From an optimization exercise on the open Yosys and OpenROAD flow, aimed at a short achievable clock period and few clock cycles; shortcuts taken in it are not production practice.
Where RTL was checked, it was by simulation tests only, not by an equivalence proof against the original.
Only the layout flow was run in run 2; the RTL was not checked for function there.
No activity file was given, so power comes from the tool's default toggle rates.

`design.v`:
```
`timescale 1ns/1ps
module alu (output wire [31:0] result,
            input wire [31:0] op1,
            input wire [31:0] op2,
            input wire        sub,
            input wire        arith,
            input wire [6:0]  sel);
  wire [31:0] sum = op1 + op2 + {31'b0, sub};
  wire lt = (op1[31] == op2[31]) ? op1[31] : sum[31];
  wire [31:0] sll = op1 << op2[4:0];
  wire [32:0] sr_in = {arith & op1[31], op1};
  wire [32:0] sr_out = $signed(sr_in) >>> op2[4:0];
  assign result = ({32{sel[0]}} & sum)
                | ({32{sel[1]}} & {31'b0, lt})
                | ({32{sel[2]}} & (op1 ^ op2))
                | ({32{sel[3]}} & (op1 | op2))
                | ({32{sel[4]}} & (op1 & op2))
                | ({32{sel[5]}} & sll)
                | ({32{sel[6]}} & sr_out[31:0]);
endmodule
`timescale 1ns/1ps
module regfile (output wire [31:0] readData1,
                output wire [31:0] readData2,
                input wire clk,
                input wire [4:0] readReg1,
                input wire [4:0] readReg2,
                input wire [4:0] writeReg,
                input wire [31:0] writeData,
                input wire write);
  reg [31:0] registers [1:31];
  always @(posedge clk)
    if (write && writeReg != 5'd0)
      registers[writeReg] <= writeData;
  assign readData1 = (readReg1 == 5'd0) ? 32'b0 : registers[readReg1];
  assign readData2 = (readReg2 == 5'd0) ? 32'b0 : registers[readReg2];
endmodule
`timescale 1ns/1ps
module datapath #(parameter [31:0] INITIAL_PC = 32'h00400000)
  (output wire [31:0] PC,
   output wire [31:0] dAddress,
   output wire [31:0] dWriteData,
   output wire MemRead,
   output wire MemWrite,
   input wire clk,
   input wire rst,
   input wire [31:0] instr,
   input wire [31:0] dReadData);
  localparam [6:0] OP_R   = 7'b0110011,
                   OP_I   = 7'b0010011,
                   OP_LW  = 7'b0000011,
                   OP_SW  = 7'b0100011,
                   OP_BEQ = 7'b1100011;
  reg [31:2] pc_f;
  assign PC = {pc_f, 2'b00};
  reg [31:0] op1_e, op2_e, sd_e;
  reg        sub_e, arith_e;
  reg [6:0]  sel_e;
  reg [4:0]  rd_e;
  reg        we_e;       
  reg        lw_e;       
  reg        ld_e;       
  reg        st_e;       
  reg        br_e;       
  reg        pred_e;     
  reg [31:2] alt_e;      
  reg [31:0] res_m, sd_m;
  reg [4:0]  rd_m;
  reg        we_m;       
  reg        lw_m;       
  reg        ld_m, st_m;
  wire [6:0] opc  = instr[6:0];
  wire [2:0] f3   = instr[14:12];
  wire       f7b5 = instr[30];
  wire [4:0] rs1  = instr[19:15];
  wire [4:0] rs2  = instr[24:20];
  wire [4:0] rd   = instr[11:7];
  wire is_r   = (opc == OP_R);
  wire is_i   = (opc == OP_I);
  wire is_lw  = (opc == OP_LW);
  wire is_sw  = (opc == OP_SW);
  wire is_beq = (opc == OP_BEQ);
  wire is_alu = is_r | is_i;
  wire [31:0] imm_i = {{20{instr[31]}}, instr[31:20]};
  wire [31:0] imm_s = {{20{instr[31]}}, instr[31:25], instr[11:7]};
  wire [31:2] imm_b = {{19{instr[31]}}, instr[31], instr[7], instr[30:25], instr[11:9]};
  wire use1 = is_alu | is_lw | is_sw | is_beq;
  wire use2 = is_r | is_sw | is_beq;
  wire op_add = (is_alu & f3 == 3'b000 & ~(is_r & f7b5)) | is_lw | is_sw;
  wire op_sub = is_r & f3 == 3'b000 & f7b5;
  wire op_slt = is_alu & f3 == 3'b010;
  wire op_xor = is_alu & f3 == 3'b100;
  wire op_or  = is_alu & f3 == 3'b110;
  wire op_and = is_alu & f3 == 3'b111;
  wire op_sll = is_alu & f3 == 3'b001;
  wire op_sr  = is_alu & f3 == 3'b101;
  wire inv2   = op_sub | op_slt;
  wire [31:0] wb_m = lw_m ? dReadData : res_m;
  wire [31:0] rf1, rf2;
  regfile regfile_inst (
    .readData1(rf1), .readData2(rf2), .clk(clk),
    .readReg1(rs1), .readReg2(rs2),
    .writeReg(rd_m), .writeData(wb_m), .write(we_m));
  wire [31:0] alu_e;
  alu alu_inst (.result(alu_e), .op1(op1_e), .op2(op2_e),
                .sub(sub_e), .arith(arith_e), .sel(sel_e));
  wire hitE1 = we_e & (rd_e == rs1);
  wire hitE2 = we_e & (rd_e == rs2);
  wire hitM1 = we_m & (rd_m == rs1);
  wire hitM2 = we_m & (rd_m == rs2);
  wire [31:0] fwd1 = hitE1 ? alu_e : hitM1 ? wb_m : rf1;
  wire [31:0] fwd2 = hitE2 ? alu_e : hitM2 ? wb_m : rf2;
  wire eq_e    = (op1_e == op2_e);
  wire mispred = br_e & (eq_e ^ pred_e);
  wire stall = lw_e & (((rd_e == rs1) & use1) | ((rd_e == rs2) & use2));
  wire        pred   = (rs1 == rs2) | instr[31];
  wire        taken  = is_beq & pred;
  wire [31:2] tgt    = pc_f + imm_b;
  wire [31:2] next   = pc_f + 30'd1;
  wire [31:0] b_sel = (is_i | is_lw) ? imm_i : is_sw ? imm_s : fwd2;
  always @(posedge clk) begin
    if (rst)
      pc_f <= INITIAL_PC[31:2];
    else if (mispred)
      pc_f <= alt_e;
    else if (stall)
      pc_f <= pc_f;
    else if (taken)
      pc_f <= tgt;
    else
      pc_f <= next;
  end
  wire go = ~mispred & ~stall;
  always @(posedge clk) begin
    if (rst) begin
      we_e <= 1'b0; lw_e <= 1'b0; ld_e <= 1'b0; st_e <= 1'b0; br_e <= 1'b0;
    end else begin
      we_e <= go & is_alu & (rd != 5'd0);
      lw_e <= go & is_lw & (rd != 5'd0);
      ld_e <= go & is_lw;
      st_e <= go & is_sw;
      br_e <= go & is_beq & (rs1 != rs2);
    end
    op1_e   <= fwd1;
    op2_e   <= inv2 ? ~b_sel : b_sel;
    sd_e    <= fwd2;
    sub_e   <= inv2;
    arith_e <= f7b5;
    sel_e   <= {op_sr, op_sll, op_and, op_or, op_xor, op_slt, op_add | op_sub};
    rd_e    <= rd;
    pred_e  <= pred;
    alt_e   <= pred ? next : tgt;
  end
  always @(posedge clk) begin
    if (rst) begin
      we_m <= 1'b0; lw_m <= 1'b0; ld_m <= 1'b0; st_m <= 1'b0;
    end else begin
      we_m <= we_e | lw_e;
      lw_m <= lw_e;
      ld_m <= ld_e;
      st_m <= st_e;
    end
    res_m <= alu_e;
    sd_m  <= sd_e;
    rd_m  <= rd_e;
  end
  assign dAddress   = res_m;
  assign dWriteData = sd_m;
  assign MemRead    = ld_m;
  assign MemWrite   = st_m;
endmodule
`timescale 1ns/1ps
module top_proc #(parameter [31:0] INITIAL_PC = 32'h00400000)
  (
    output wire [31:0] PC,             
    output wire [31:0] dAddress,       
    output wire [31:0] dWriteData,     
    output wire MemRead,               
    output wire MemWrite,              
    input wire clk,                    
    input wire rst,                    
    input wire [31:0] instr,           
    input wire [31:0] dReadData);      
  datapath #(.INITIAL_PC(INITIAL_PC)) datapath_inst (
    .PC(PC), .dAddress(dAddress), .dWriteData(dWriteData),
    .MemRead(MemRead), .MemWrite(MemWrite),
    .clk(clk), .rst(rst), .instr(instr), .dReadData(dReadData));
endmodule
```
`flow/run.sh`:
```
#!/bin/bash
# The standard layout, with timing repair aiming well past the design's
# clock period (setup margin), so that the achieved period is as short as
# the design allows. The constraints are the design's own.
set -euo pipefail
MARGIN=$(cat flow/margin.txt)
bash standard.sh SETUP_SLACK_MARGIN=$MARGIN finish > standard_flow.log 2>&1
```
`flow/margin.txt`:
```
9.3
```
`standard.sh`:
```
#!/bin/bash
# synth_recipe.tcl (not shown) runs the flow's synth.tcl, then flattens the netlist and writes it again
# the make line also repeats each setting of config.mk as NAME=value (left out here)
make -C /OpenROAD-flow-scripts/flow DESIGN_CONFIG=/design/flow/config.mk WORK_HOME=/design/flow/orfs CLKGATE_MAP_FILE= SYNTH_SCRIPT=/design/flow/synth_recipe.tcl "${@:-finish}"
```
`config.mk`:
```
export PLATFORM = sky130hd
export DESIGN_NAME = top_proc
export DESIGN_NICKNAME = top_proc
export VERILOG_FILES = /design/flow/design.v
export SDC_FILE = /design/flow/constraint.sdc
export NUM_CORES = 4
export LEC_CHECK = 0
export ABC_CLOCK_PERIOD_IN_PS = 3000
export CAP_MARGIN = 20
export CORE_MARGIN = 2
export CORE_UTILIZATION = 40
export PLACE_DENSITY = 0.6
export SLEW_MARGIN = 20
```
`constraint.sdc`:
```
create_clock -name core_clock -period 13.0 [get_ports {clk}]
set_input_delay 2.6000 -clock core_clock [delete_from_list [all_inputs] [get_ports {clk}]]
set_output_delay 2.6000 -clock core_clock [all_outputs]
set_load 0.01 [all_outputs]
```
==> results of run 1 <==
-- sequential cells by signal, indices dropped and copies added, names as in the netlist, 5 cells and up --
register and flops:
datapath_inst.op2_e 32, datapath_inst.sd_e 32, datapath_inst.regfile_inst.registers 992, datapath_inst.pc_f 30, datapath_inst.alt_e 30, datapath_inst.sel_e 7, datapath_inst.op1_e 32, datapath_inst.sd_m 32
datapath_inst.rd_e 5, datapath_inst.res_m 32, datapath_inst.rd_m 5
-- cell usage in the layout, fill, tap and decap left out, types with 32 or more instances in the layout --
cell type        count
edfxtp_1           992
mux4_2             464
nor2_1             296
buf_4              290
mux2i_1            275
a21oi_1            220
nand2_1            206
buf_6              167
clkbuf_16          154
dfxtp_1            144
o21ai_0            107
inv_1              103
buf_16              99
buf_12              80
ha_1                73
a211oi_1            71
o21ai_1             70
a21oi_2             62
mux2_2              61
xnor2_1             61
o211ai_1            59
nand3_1             58
dfxtp_2             58
a221oi_2            53
a211oi_2            52
o21ai_2             51
nor3_1              47
dfxtp_4             47
nor2_4              37
clkdlybuf4s50_1     37
xor2_1              36
a22oi_1             34
bufbuf_16           34
a22oi_2             32
buf_8               32
-- final cells by class --
cell class | instances | area [um2]
fillers | 13000 | 76900
flip-flops and latches | 1241 | 35000
multi-input cells | 3093 | 32100
repair buffers | 778 | 10800
clock buffers | 172 | 3720
well taps | 2175 | 2720
clock inverters | 72 | 875
inverters | 122 | 528
repair inverters | 8 | 93.8
diodes | 6 | 15.0
-- per-stage QoR --
step	hold WS, ns	setup slack [ns]	utilization
2_1_floorplan	0.310	8.19	-
3_5_place_dp	0.314	5.97	0.428
3_3_place_gp	0.313	5.97	0.428
6_report	0.327	8.56	0.528
4_1_cts	0.328	8.65	0.511
5_1_grt	0.333	8.50	0.528
-- critical path, stage by stage --
cell,delay [ns]
buf_16,0.13
buf_16,0.16
buf_16,0.16
mux4_2,0.51
mux4_2,0.53
nor2_4,0.19
a2111oi_4,0.08
a211o_1,0.36
nor2_2,0.13
nor2_2,0.06
o21ai_1,0.13
xnor2_1,0.08
-- routing by layer --
metal	track usage	up-vias
met5	0.00517	-
met4	0.227	12
met3	0.0774	1006
met1	0.389	26000
li1	-	20400
met2	0.494	3715
-- cell families after synthesis --
family,count (synthesis),synth area share
DFF,1241,0.531
AOI/OAI and AO/OA,1113,0.113
and+or+nand+nor,901,0.0634
muxes,857,0.222
buffers and inverters,515,0.0358
xor gates and xnor gates,120,0.0160
adders and majority gates,98,0.0191
other,1,0.0000573
-- worst max-delay path by stage --
stage	cells after the start	to	start	slack (ns)
after floorplan	12	datapath_inst.alt_e[30]	instr[9]	8.19
after global placement	9	datapath_inst.op2_e[23]	instr[20]	5.97
after detailed placement	9	datapath_inst.op2_e[23]	instr[20]	5.97
after CTS	11	datapath_inst.op2_e[30]	instr[20]	8.65
after global routing	13	datapath_inst.pc_f[27]	instr[10]	8.50
final	12	datapath_inst.op2_e[26]	instr[20]	8.56
-- where the power goes --
group,leakage (nW),switching [W],internal [W]
Sequential,11.7,0.000111,0.00432
Clock,2.25,0.00166,0.00237
Combinational,17.3,0.00107,0.000844
Total,31.3,0.00284,0.00753
-- timing repair --
action / CTS / global route
setup endpoints to repair: 407 / 338
pin swaps: 209 / 214
gates cloned: 112 / 14
gates resized for setup: 1414 / 348
buffers inserted: 280 / 96
==> impl_metrics.toml, run 1 <==
[status]
outcome = "timing/DRC/antenna clean"

[layout]
syn2layout_area_growth_pct = 31.1
nets = 5543
layout-drive-gt1-share = 0.396
finalNonFillerCells = 7667
design_area_um2 = 85900

[yosys]
synth_most_common_cell = "edfxtp_1"
synth_common_cells = "992 x edfxtp_1, 464 x mux4_2, 345 x nor2_1"
yosysUniqueCellTypes = 98
syn_avg_cell_area_um2 = 13.5
ys_ff_latch = 1241
netlist.top_cell.by_area = "edfxtp_1"
synth-seq-area-share = 0.531
syn_inst = 4846
synth-main-ff-cell = "edfxtp_1"
synth_edf_count = 992
ys_top_cells_by_area = "edfxtp_1 45%, mux4_2 16%, dfxtp_1 7.6%, mux2i_1 4.9%, a21oi_1 2.2%"
synthesis.area_um2 = 65500
yosysWarnings = 2
synth_top_area_frac = 0.455
async_reset_ff_frac = 0

[placement]
place_hpwl_mm = 145
placed_cells = 6915
dpl_cell_area_um2 = 69600
numPortBuffers = 161
gp_congestion = 1.01

[routing]
vias_per_cell = 6.67
wl_mm = 276
vias = 51200
routed-wl-met2_mm = 126
wirelength_met1_mm = 95.4
route.met3.wl_mm = 30.7
dr.pass1.iters = 6
top_layer_used = "met5"
drt_iter0_drc = 7054
wl_per_cell_um = 36.0
drc_errors = 0
ant_nets = 0

[timing]
timing.final.crit_share = 0.342
clock_skew_ns = 0.0304
rsz0062_at_grt = "true"
worst_slew_pin_slew_ns = 1.27
relSlewSlack = 0.154
final-setup-viol-count = 0
max_freq_mhz = 225
hold_viol_final = 0
finalMaxSlewViolations = 0
setup_tns_ns = 0
fin_crit_ns = 4.44

[cts]
clock_latency_ns = 0.81
clockBufferDepth = 3
cts_tree = "built"
cts_buffers = 135
clk_pin_slew_ns = 0.06
clock-sinks = 1241
htree_levels = 4
cts-root-buf = "clkbuf_16"
ctsHoldBuffers = 0

[global_route]
grt_pass1_wl_mm = 377
overflow = 0
grt.total_usage = 0.318
grt_pass1_vias = 49200
grt_max_degree = 63
grt_antenna_before_repair = 10

[power_and_ir_drop]
powerDensity_nw_per_um2 = 121
report.power.total_w = 0.0104
power.leakage_nw = 31.3
ir_worst_vdd_mv = 0.167

[floorplan]
ios = 164
die_w_um = 409
core-area_um2 = 163000
die-height_um = 409
initial_utilization = 0.402
dieArea_um2 = 167000
num_rows = 148

[hold_path]
min_to = "datapath_inst.sd_m[7]"
hold_start = "datapath_inst.sd_e[7]"
hp-class = "reg -> reg"
hold_path_depth = 0

[critical_path]
r2r_end = "datapath_inst.pc_f[31]"
worstSetupPathType = "in -> reg"
ff2ff_setup_slack_ns = 8.95
r2r_start = "datapath_inst.op2_e[3]"
endpoint_kind = "register"
start_kind = "primary input"
cp.arrival_ns = 5.14
rr_worst_depth = 14
crit_fanout = 7
cp.required_ns = 13.70

[job]
maxCapViolations = 0
Testbench counts, summed over its fixed seeds: cycles 16,751.
==> run 2, diff against run 1 <==
--- a/design.v
+++ b/design.v
@@ -2,2 +2,3 @@
 module alu (output wire [31:0] result,
+            output wire        eq,       
             input wire [31:0] op1,
@@ -7,4 +8,7 @@
             input wire [6:0]  sel);
-  wire [31:0] sum = op1 + op2 + {31'b0, sub};
-  wire lt = (op1[31] == op2[31]) ? op1[31] : sum[31];
+  wire [31:0] b = op2 ^ {32{sub}};
+  wire [32:0] sum1 = {op1, 1'b1} + {b, sub};
+  wire [31:0] sum = sum1[32:1];
+  wire lt = (op1[31] == b[31]) ? op1[31] : sum[31];
+  assign eq = (op1 == op2);
   wire [31:0] sll = op1 << op2[4:0];
@@ -52,5 +56,10 @@
                    OP_BEQ = 7'b1100011;
-  reg [31:2] pc_f;
-  assign PC = {pc_f, 2'b00};
-  reg [31:0] op1_e, op2_e, sd_e;
+  reg [31:2] pc_out;     
+  reg [31:2] pcn_f;      
+  wire [31:2] pc_f = ~pcn_f;
+  assign PC = {pc_out, 2'b00};
+  reg [31:0] rf1_e, rf2_e, imm_e;
+  reg        s1m_e, s1w_e, s1r_e;           
+  reg        s2m_e, s2w_e, s2r_e, s2i_e;    
+  reg        t2m_e, t2w_e;                  
   reg        sub_e, arith_e;
@@ -65,3 +74,6 @@
   reg [31:2] alt_e;      
-  reg [31:0] res_m, sd_m;
+  reg [31:0] res_m;      
+  reg [31:0] addr_m;     
+  reg [31:0] rwd_m;      
+  reg [31:0] sd_m;
   reg [4:0]  rd_m;
@@ -70,2 +82,3 @@
   reg        ld_m, st_m;
+  reg [31:0] wb_w;       
   wire [6:0] opc  = instr[6:0];
@@ -84,3 +97,2 @@
   wire [31:0] imm_s = {{20{instr[31]}}, instr[31:25], instr[11:7]};
-  wire [31:2] imm_b = {{19{instr[31]}}, instr[31], instr[7], instr[30:25], instr[11:9]};
   wire use1 = is_alu | is_lw | is_sw | is_beq;
@@ -95,4 +107,3 @@
   wire op_sr  = is_alu & f3 == 3'b101;
-  wire inv2   = op_sub | op_slt;
-  wire [31:0] wb_m = lw_m ? dReadData : res_m;
+  wire [31:0] wb_m = lw_m ? dReadData : rwd_m;
   wire [31:0] rf1, rf2;
@@ -102,32 +113,41 @@
     .writeReg(rd_m), .writeData(wb_m), .write(we_m));
+  wire hitE1 = we_e & (rd_e == rs1);    
+  wire hitE2 = we_e & (rd_e == rs2);
+  wire hitM1 = we_m & (rd_m == rs1);    
+  wire hitM2 = we_m & (rd_m == rs2);
+  wire [31:0] op1 = ({32{s1m_e}} & res_m) | ({32{s1w_e}} & wb_w) | ({32{s1r_e}} & rf1_e);
+  wire [31:0] op2 = ({32{s2m_e}} & res_m) | ({32{s2w_e}} & wb_w) | ({32{s2r_e}} & rf2_e)
+                  | ({32{s2i_e}} & imm_e);
+  wire [31:0] sd  = t2m_e ? res_m : t2w_e ? wb_w : rf2_e;
   wire [31:0] alu_e;
-  alu alu_inst (.result(alu_e), .op1(op1_e), .op2(op2_e),
+  wire        eq_e;
+  alu alu_inst (.result(alu_e), .eq(eq_e), .op1(op1), .op2(op2),
                 .sub(sub_e), .arith(arith_e), .sel(sel_e));
-  wire hitE1 = we_e & (rd_e == rs1);
-  wire hitE2 = we_e & (rd_e == rs2);
-  wire hitM1 = we_m & (rd_m == rs1);
-  wire hitM2 = we_m & (rd_m == rs2);
-  wire [31:0] fwd1 = hitE1 ? alu_e : hitM1 ? wb_m : rf1;
-  wire [31:0] fwd2 = hitE2 ? alu_e : hitM2 ? wb_m : rf2;
-  wire eq_e    = (op1_e == op2_e);
   wire mispred = br_e & (eq_e ^ pred_e);
   wire stall = lw_e & (((rd_e == rs1) & use1) | ((rd_e == rs2) & use2));
-  wire        pred   = (rs1 == rs2) | instr[31];
-  wire        taken  = is_beq & pred;
-  wire [31:2] tgt    = pc_f + imm_b;
-  wire [31:2] next   = pc_f + 30'd1;
-  wire [31:0] b_sel = (is_i | is_lw) ? imm_i : is_sw ? imm_s : fwd2;
+  wire        pred  = (rs1 == rs2) | instr[31];
+  wire        taken = is_beq & pred;
+  wire [12:2] off   = {instr[31], instr[7], instr[30:25], instr[11:9]};
+  wire [13:2] lo    = {1'b0, pc_f[12:2]} + {1'b0, off};
+  wire [31:13] hi_p = pc_f[31:13] + 19'd1;
+  wire [31:13] hi_m = ~(pcn_f[31:13] + 19'd1);    
+  wire [31:13] hi_c0 = instr[31] ? hi_m : pc_f[31:13];
+  wire [31:13] hi_c1 = instr[31] ? pc_f[31:13] : hi_p;
+  wire [31:2] next  = pc_f + 30'd1;
+  reg [31:2] npc_o;
+  always @(*) begin
+    if (rst)          npc_o = INITIAL_PC[31:2];
+    else if (mispred) npc_o = alt_e;
+    else if (stall)   npc_o = pc_f;
+    else              npc_o = next;
+  end
+  wire to_tgt = taken & ~stall & ~mispred & ~rst;
+  wire [31:2] tgt = {lo[13] ? hi_c1 : hi_c0, lo[12:2]};
+  wire [31:2] npc = to_tgt ? tgt : npc_o;
   always @(posedge clk) begin
-    if (rst)
-      pc_f <= INITIAL_PC[31:2];
-    else if (mispred)
-      pc_f <= alt_e;
-    else if (stall)
-      pc_f <= pc_f;
-    else if (taken)
-      pc_f <= tgt;
-    else
-      pc_f <= next;
+    pc_out <= npc;
+    pcn_f  <= ~npc;
   end
   wire go = ~mispred & ~stall;
+  wire use_imm = is_i | is_lw | is_sw;
   always @(posedge clk) begin
@@ -142,6 +162,15 @@
     end
-    op1_e   <= fwd1;
-    op2_e   <= inv2 ? ~b_sel : b_sel;
-    sd_e    <= fwd2;
-    sub_e   <= inv2;
+    rf1_e   <= rf1;
+    rf2_e   <= rf2;
+    imm_e   <= is_sw ? imm_s : imm_i;
+    s1m_e   <= hitE1;
+    s1w_e   <= ~hitE1 & hitM1;
+    s1r_e   <= ~hitE1 & ~hitM1;
+    s2i_e   <= use_imm;
+    s2m_e   <= ~use_imm & hitE2;
+    s2w_e   <= ~use_imm & ~hitE2 & hitM2;
+    s2r_e   <= ~use_imm & ~hitE2 & ~hitM2;
+    t2m_e   <= hitE2;
+    t2w_e   <= ~hitE2 & hitM2;
+    sub_e   <= op_sub | op_slt;
     arith_e <= f7b5;
@@ -161,7 +190,10 @@
     end
-    res_m <= alu_e;
-    sd_m  <= sd_e;
-    rd_m  <= rd_e;
-  end
-  assign dAddress   = res_m;
+    res_m  <= alu_e;
+    if (ld_e | st_e) addr_m <= alu_e;
+    if (we_e) rwd_m <= alu_e;
+    sd_m   <= sd;
+    rd_m   <= rd_e;
+    wb_w   <= wb_m;
+  end
+  assign dAddress   = addr_m;
   assign dWriteData = sd_m;
==> impl_metrics.toml, run 2 <==
[status]
outcome = "timing/DRC/antenna clean"

[critical_path]
cpPeakStageDelay_ns = 0.30
crit_family = "compound AO/OA/AOI/OAI gates"
start_kind = "primary input"
cp_num_buf_inv = 5
r2r_end = "datapath_inst.pcn_f[15]"
ff2ff_setup_slack_ns = 8.80
endpoint_kind = "register"
rr_worst_depth = 18
r2r_start = "datapath_inst.s1m_e"
cp.arrival_ns = 4.95
cp.required_ns = 13.68
crit_fanout = 6
crit_chain = "buf_12 -> ha_4 -> a211oi_4 -> o21a_1 -> o31ai_4 -> o41ai_4 -> buf_4 -> buf_6 -> buf_12 -> buf_6 -> mux2_4 -> nand2_2 -> a21oi_2 -> a211o_1"
critPathSlowestCell = "mux2_4"
worstSetupPathType = "in -> reg"

[timing]
timing.final.ws_setup_ns = 8.72
final-setup-viol-count = 0
rsz0062_at_grt = "true"
clock_skew_ns = 0.0293
finalMaxSlewViolations = 0
worst_slew_pin_slew_ns = 1.16
max_freq_mhz = 234
hold_viol_final = 0
relSlewSlack = 0.221
timing.final.crit_share = 0.329
setup_tns_ns = 0
fin_crit_ns = 4.28

[layout]
nets = 5321
finalNonFillerCells = 7458
layout-drive-gt1-share = 0.387
syn2layout_area_growth_pct = 28.3
layout_commonest_cell = "edfxtp_1"
design_area_um2 = 85600
top_register = "datapath_inst.regfile_inst.registers"
final_cell_mix = "1056 x edfxtp_1, 436 x mux4_2, 260 x buf_4"
largest_reg_flops = 992

[power_and_ir_drop]
swShare = 0.269
comb_power_share = 0.178
ir_worst_vdd_mv = 0.126
power_switching_w = 0.00293
seqPwrFrac = 0.434
p_clk_frac = 0.387
p_int_w = 0.00795
report.power.total_w = 0.0109
powerDensity_nw_per_um2 = 127
power.leakage_nw = 29.7

[floorplan]
initial_utilization = 0.403
die-height_um = 412
ios = 164
num_rows = 149
core-area_um2 = 165000
dieArea_um2 = 170000
die_w_um = 412

[cts]
cts-root-buf = "clkbuf_16"
clock_latency_ns = 0.81
ctsHoldBuffers = 0
clk_pin_slew_ns = 0.06
clockBufferDepth = 3
cts_buffers = 143
htree_levels = 4
cts_tree = "built"
clock-sinks = 1355

[routing]
ant_nets = 0
vias = 49400
wl_per_cell_um = 35.5
drc_errors = 0
dr.pass1.iters = 8
wl_mm = 265
drt_iter0_drc = 6461
vias_per_cell = 6.62

[global_route]
grt_pass1_wl_mm = 356
grt_antenna_before_repair = 16
grt_max_degree = 65
grt.total_usage = 0.296
overflow = 0
grt_pass1_vias = 47500

[yosys]
yosysUniqueCellTypes = 82
async_reset_ff_frac = 0
ys_ff_latch = 1355
synth_top_area_frac = 0.475
synth-seq-area-share = 0.565
synth_common_cells = "1056 x edfxtp_1, 436 x mux4_2, 299 x dfxtp_1"
syn_inst = 4701
synth_edf_count = 1056
netlist.top_cell.by_area = "edfxtp_1"
synth-main-ff-cell = "edfxtp_1"
synthesis.area_um2 = 66700
yosysWarnings = 2
syn_avg_cell_area_um2 = 14.2
ys_top_cells_by_area = "edfxtp_1 48%, mux4_2 15%, dfxtp_1 9.0%, mux2i_1 3.3%, mux2_2 2.8%"
synth_most_common_cell = "edfxtp_1"

[placement]
place_ws_ns = 6.75
place_hpwl_mm = 141
placed_cells = 6811
gp_congestion = 0.975
numPortBuffers = 161
dpl_cell_area_um2 = 71900

[hold_path]
min_to = "datapath_inst.rd_m[0]"
hp-class = "reg -> reg"
hold_start = "datapath_inst.rd_e[0]"
hold_path_depth = 0

[job]
maxCapViolations = 0
## run 2: cell count changes after synthesis, sizes merged, moves of 30 or more
| cell | before | now |
|---|---|---|
| edfxtp | 992 | 1056 |
| a21oi | 289 | 191 |
| a211oi | 130 | 19 |
| mux2 | 71 | 163 |
| nor2 | 345 | 162 |
| nor3 | 66 | 142 |
| xor2 | 46 | 76 |
| o221ai | 13 | 43 |
| o21ai | 233 | 267 |
| buf | 164 | 133 |
| dfxtp | 249 | 299 |
| mux2i | 320 | 223 |
| mux4 | 466 | 436 |
## run 2: power by group through the flow
stage	sequential (W)	clock (W)	combinational (W)
5_1_grt	0.00472	0.00441	0.00201
2_1_floorplan	0.00478	0	0.000942
4_1_cts	0.00472	0.00425	0.00167
6_report	0.00472	0.00421	0.00194
3_5_place_dp	0.00481	0	0.00136
3_3_place_gp	0.00481	0	0.00136
## run 2: cell families (layout without fill, tap and decap cells)
logic type	after synthesis	count (layout)	share of synthesized area
flip-flops	1355	1355	0.565
other	1	7	0.0000562
multiplexers	822	822	0.208
adder cells (fa/ha/maj)	111	111	0.0209
AND/OR/NAND/NOR	813	815	0.0588
buffers and inverters	473	1030	0.0279
AO/OA/AOI/OAI	973	976	0.0991
XOR/XNOR	153	153	0.0201
## run 2: how the worst max path moves through the flow
stage / from / end / slack (ns) / depth (start not counted)
after global routing: instr[10] / datapath_inst.pc_out[17] / 8.66 / 14
after floorplan: instr[26] / datapath_inst.pc_out[20] / 8.38 / 10
after CTS: datapath_inst.s2m_e / datapath_inst.addr_m[28] / 8.77 / 16
after detailed placement: instr[20] / datapath_inst.rf2_e[30] / 6.75 / 7
after global placement: instr[20] / datapath_inst.rf2_e[30] / 6.71 / 7
final: instr[10] / datapath_inst.pc_out[24] / 8.72 / 14
## run 2: area by class of cell
cell class	instances	area [um2]
Antenna cell	5	12.5
Clock buffer	192	3960
Clock inverter	73	820
Fill cell	13300	79700
Inverter	101	493
Multi-Input combinational cell	2879	31300
Sequential cell	1355	37800
Tap cell	2189	2740
Timing Repair Buffer	661	8520
Timing Repair inverter	3	41.3
## run 2: layer usage
layer  routed length [um]  global-route usage
met5                   68                   0
met1                93500               0.368
met3                27400              0.0576
met4                19500               0.168
met2               124000               0.485
## run 2: what timing repair did
item	CTS	global route
hold endpoints to repair	0	0
endpoints found under the setup margin	362	329
gates cloned	79	27
buffers inserted	165	105
pin swaps	192	189
gates resized for setup	1011	382
## run 2: through the flow
step / hold slack, ns / utilization
finish: 0.409 / 0.518
global route: 0.404 / 0.518
CTS: 0.402 / 0.497
detailed placement: 0.393 / 0.435
global placement: 0.396 / 0.434
floorplan: 0.375 / -

re-timing with driven ports:
No port has a modelled driver above. Below, the same layouts with a new extraction and two added sets of constraints.
Step 1 assumes that a clkbuf_16 drives the clock port and a buf_2 every other input.
Step 2 also shifts input and output timing later by t, the mid clock arrival at the registers, as if the neighbouring blocks saw the same clock.
Three values: ideal, step 1, step 2; two values: the first two.
run | shift t [ns] | setup slack, ns | pins driven straight from the clock port
run 1 | 0.876 | 8.559 / 8.322 / 7.446 | 1
run 2 | 0.885 | 8.724 / 8.677 / 7.792 | 1
After both steps setup and hold are still met in every run listed. The setup slack of run 1, which loses most, moves by -0.237 ns with the drivers and by -1.113 ns with both steps.
